From an optimization exercise on the open Yosys and OpenROAD flow, aimed at small area, a short achievable clock period and few clock cycles per item; shortcuts taken in it are not production practice. Function was checked by simulation only, so behaviour that the tests miss may differ from the original.

== run 1 ==
// MCycle
module MCycle
#(
    parameter WIDTH = 32
)
(
    input CLK,
    input RESET,
    input Start,
    input [1:0] MCycleOp,
    input [WIDTH-1:0] Operand1,
    input [WIDTH-1:0] Operand2,
    output [WIDTH-1:0] Result,
    output Busy
);
    reg        busy;
    reg [1:0]  op;
    reg [1:0]  stg;
    reg [4:0]  cnt;
    reg        one_q, two_q, neg_q, cin_q;    
    reg        one1_q, two1_q, neg1_q;        
    reg [31:0] R, X, Y;
    reg [8:0]  E;
    reg [7:0]  E2;    
    reg [4:0]  F;     
    reg        A3;    
    assign Result = R;
    assign Busy = busy;
    function [32:0] padd;
        input [31:0] a, b;
        input cin;
        reg [32:0] g, p, G, P;
        integer l, i, j;
        begin
            g = {a & b, cin};
            p = {a ^ b, 1'b0};
            G = g; P = p;
            for (l = 0; l < 6; l = l + 1)
                for (i = 0; i < 33; i = i + 1)
                    if ((i >> l) & 1) begin
                        j = ((i >> l) << l) - 1;
                        G[i] = G[i] | (P[i] & G[j]);
                        P[i] = P[i] & P[j];
                    end
            padd = {G[32], p[32:1] ^ G[31:0]};
        end
    endfunction
    function [5:0] lzc32;
        input [31:0] v;
        reg [31:0] z1; reg [15:0] z2; reg [7:0] z3; reg [3:0] z4; reg [1:0] z5;
        reg [15:0] c2; reg [15:0] c3; reg [11:0] c4; reg [7:0] c5;
        integer k;
        begin
            z1 = ~v;
            for (k = 0; k < 16; k = k + 1) begin
                z2[k] = z1[2*k+1] & z1[2*k];
                c2[k] = z1[2*k+1];
            end
            for (k = 0; k < 8; k = k + 1) begin
                z3[k] = z2[2*k+1] & z2[2*k];
  ...
Settings: LEC_CHECK=0, ABC_AREA=1, CAP_MARGIN=20, CORE_MARGIN=2, CORE_UTILIZATION=25, GPL_ROUTABILITY_DRIVEN=1, SETUP_SLACK_MARGIN=2.8, SLEW_MARGIN=20, SYNTH_HIERARCHICAL=1, TNS_END_PERCENT=10; clock period 6.5 ns.
run.sh (not shown) runs the stock make flow with config.mk's settings and CLKGATE_MAP_FILE= SYNTH_SCRIPT=/design/flow/synth_recipe.tcl, a recipe that flattens the netlist after the stock synthesis.
Run 1 went all the way through the flow, and no timing, DRC or antenna check failed.
Testbench counts of run 1, summed over its fixed seeds: cycles 14,740, items 1,920.
#### Input delta (run 2 over run 1)
diff --git a/flow/config.mk b/flow/config.mk
--- a/flow/config.mk
+++ b/flow/config.mk
@@ -8,8 +8,8 @@
 export ABC_AREA = 1
-export CAP_MARGIN = 20
+export CAP_MARGIN = 10
 export CORE_MARGIN = 2
-export CORE_UTILIZATION = 25
+export CORE_UTILIZATION = 30
 export GPL_ROUTABILITY_DRIVEN = 1
-export SETUP_SLACK_MARGIN = 2.8
-export SLEW_MARGIN = 20
+export SETUP_SLACK_MARGIN = 2.9
+export SLEW_MARGIN = 10
 export SYNTH_HIERARCHICAL = 1
Findings:
Relative to run 1, the largest net degree at the start of global routing measured on run 2 has decreased by a few percent. [diff] worst-case setup margin in the final layout, run 2 relative to run 1: regression. Post-CTS setup repair buffer count for run 2: 9 up relative to run 1. sky130_fd_sc_hd__dfxtp_4 as the slowest stage cell on the critical path was reported by run 1, and sky130_fd_sc_hd__nor4_1 by run 2. From run 2 to run 1, gate count of the mapped netlist did not move at all. Between run 1 and run 2, number of core rows decreased. STATUS die area: run 2 wins against run 1.
The inputs of run 3 differ from those of run 2 as listed below.
diff --git a/flow/config.mk b/flow/config.mk
--- a/flow/config.mk
+++ b/flow/config.mk
@@ -8,8 +8,8 @@
 export ABC_AREA = 1
-export CAP_MARGIN = 10
+export CAP_MARGIN = 20
 export CORE_MARGIN = 2
-export CORE_UTILIZATION = 30
+export CORE_UTILIZATION = 40
 export GPL_ROUTABILITY_DRIVEN = 1
 export SETUP_SLACK_MARGIN = 2.9
-export SLEW_MARGIN = 10
+export SLEW_MARGIN = 20
 export SYNTH_HIERARCHICAL = 1
Results
- In summary, run 3 completed successfully, with a layout that passed the timing, DRC and antenna checks.
- Synthesized area: run 2 vs run 3, no meaningful difference
- Setup slack up 0.095 ns in run 3 wrt run 2
- Slowest cell on the critical path = sky130_fd_sc_hd__fa_1: run 3; slowest cell on the critical path = sky130_fd_sc_hd__nor4_1: run 2
- Diff run 3 and run 2: die area lower in run 3
What run 4 does differently from run 3 at the input level:
diff --git a/flow/config.mk b/flow/config.mk
--- a/flow/config.mk
+++ b/flow/config.mk
@@ -10,5 +10,5 @@
 export CORE_MARGIN = 2
-export CORE_UTILIZATION = 40
+export CORE_UTILIZATION = 30
 export GPL_ROUTABILITY_DRIVEN = 1
-export SETUP_SLACK_MARGIN = 2.9
+export SETUP_SLACK_MARGIN = 3.2
 export SLEW_MARGIN = 20
Results
Max-slew headroom at the worst pin, run 3 and run 4: lower on run 3. Going from run 3 to run 4, synthesized cell area ~0 delta; number of design-rule violations left by the first detailed-router iteration picked up an extra 201; post-cts gate resize count fell by 63. Summary — met2 wirelength from detailed routing, run 4 relative to run 3: lower, by 5800 microns. Relative to run 3, part of the cycle the worst path needs has decreased by 0.59 points in run 4. Number of ordinary and repair buffers in the finished layout ends up higher on run 3.

========
Starting RTL as in the previous note.
export LEC_CHECK = 0
export ABC_AREA = 1
export CAP_MARGIN = 20
export CORE_MARGIN = 2
export CORE_UTILIZATION = 18
export GPL_ROUTABILITY_DRIVEN = 1
export SETUP_SLACK_MARGIN = 2.9
export SLEW_MARGIN = 20
export SYNTH_HIERARCHICAL = 1
export TNS_END_PERCENT = 10
create_clock -name core_clock -period 6.5 [get_ports {CLK}]
The first run produced a clean layout.
Testbench counts at the start, summed over its fixed seeds: cycles 14,740, items 1,920.
Change:
- CORE_UTILIZATION: 18 -> 30
Result: Register-to-register slack stays flat; worst hold slack gets worse by 0.027 ns; global-route usage increases by 11 points; critical path depth decreases by 6.
Change:
- TNS_END_PERCENT: 10 -> 3
Sequential cell count is unchanged.
Cell count is about the same.
Register-to-register slack is about the same.
Design area is higher slightly.
Routed wire length is higher slightly.
Worst setup slack gains 0.015 ns.
Change:
- CORE_UTILIZATION: 30 -> 25
- TNS_END_PERCENT: 3 -> 10
What happened: Final area barely changes; worst setup slack improves by 0.059 ns; register-to-register slack gets better by 0.097 ns; via count went down by about 0.5%; final cell count is higher by about 4.4%; area after synthesis is unchanged.

========
Starting RTL as in the previous note.
==> flow/config.mk <==
export PLATFORM = sky130hd
export DESIGN_NAME = MCycle
export DESIGN_NICKNAME = MCycle
export VERILOG_FILES = /design/flow/design.v
export SDC_FILE = /design/flow/constraint.sdc
export NUM_CORES = 4
export LEC_CHECK = 0
export ABC_AREA = 1
export CAP_MARGIN = 10
export CORE_MARGIN = 2
export CORE_UTILIZATION = 22
export GPL_ROUTABILITY_DRIVEN = 1
export SETUP_SLACK_MARGIN = 2.9
export SLEW_MARGIN = 10
export SYNTH_HIERARCHICAL = 1
export TNS_END_PERCENT = 10
==> flow/constraint.sdc <==
create_clock -name core_clock -period 6.5 [get_ports {CLK}]
set_input_delay 1.3000 -clock core_clock [delete_from_list [all_inputs] [get_ports {CLK}]]
set_output_delay 1.3000 -clock core_clock [all_outputs]
set_load 0.01 [all_outputs]
The starting point produced a clean layout.
Testbench counts at the start, summed over its fixed seeds: cycles 14,740, items 1,920.
Then changed:
Settings changed: CAP_MARGIN 10 to 20, SLEW_MARGIN 10 to 20.
After rerunning: Worst setup slack does not change; fmax stays the same; die area is unchanged; sequential cell count is unchanged; via count stays the same; routed wire length does not change.

-- what the ideal ports hide --
No port has a modelled driver above. Below, the same layouts with a new extraction and two added sets of constraints. Step 1 (the two cells are an assumption about what drives the block):
set clk [get_ports {CLK}]
set_driving_cell -lib_cell sky130_fd_sc_hd__clkbuf_16 $clk
set_driving_cell -lib_cell sky130_fd_sc_hd__buf_2 [delete_from_list [all_inputs] $clk]
Step 2 adds t to the input delays and takes it off the output delays; t is the mean of the earliest and latest rising clock arrival at the registers after step 1. Input paths then give back, and output paths get back, about the clock's delay inside the block. Slacks: ideal / step 1 / step 2; pairs: ideal / step 1.
| run | shift t [ns] | setup WS [ns] | clock arrival spread, ns | worst data-port slew with drivers (ns) |
|---|---|---|---|---|
| run 1 | 0.539 | 2.652 / 2.652 / 2.200 | 0.015 / 0.016 | 0.06 |
| run 2 | 0.529 | 2.545 / 2.545 / 2.163 | 0.018 / 0.018 | 0.06 |
| run 3 | 0.523 | 2.640 / 2.640 / 2.203 | 0.016 / 0.016 | 0.06 |
| run 4 | 0.535 | 2.678 / 2.678 / 2.216 | 0.014 / 0.014 | 0.05 |
| the first run of note 2 | 0.537 | 2.545 / 2.545 / 2.125 | 0.020 / 0.020 | 0.10 |
| the second run of note 2 | 0.528 | 2.558 / 2.558 / 2.176 | 0.017 / 0.017 | 0.06 |
| the third run of note 2 | 0.534 | 2.573 / 2.573 / 2.131 | 0.019 / 0.019 | 0.06 |
| the fourth run of note 2 | 0.525 | 2.632 / 2.665 / 2.140 | 0.014 / 0.014 | 0.05 |
| the first run of note 3 | 0.534 | 2.663 / 2.663 / 2.287 | 0.018 / 0.018 | 0.07 |
| the second run of note 3 | 0.534 | 2.663 / 2.663 / 2.287 | 0.018 / 0.018 | 0.07 |
After both steps setup and hold are still met in every run listed. For the fourth run of note 2, which loses most, drivers alone change the setup slack by +0.033 ns; drivers and shift together by -0.492 ns.
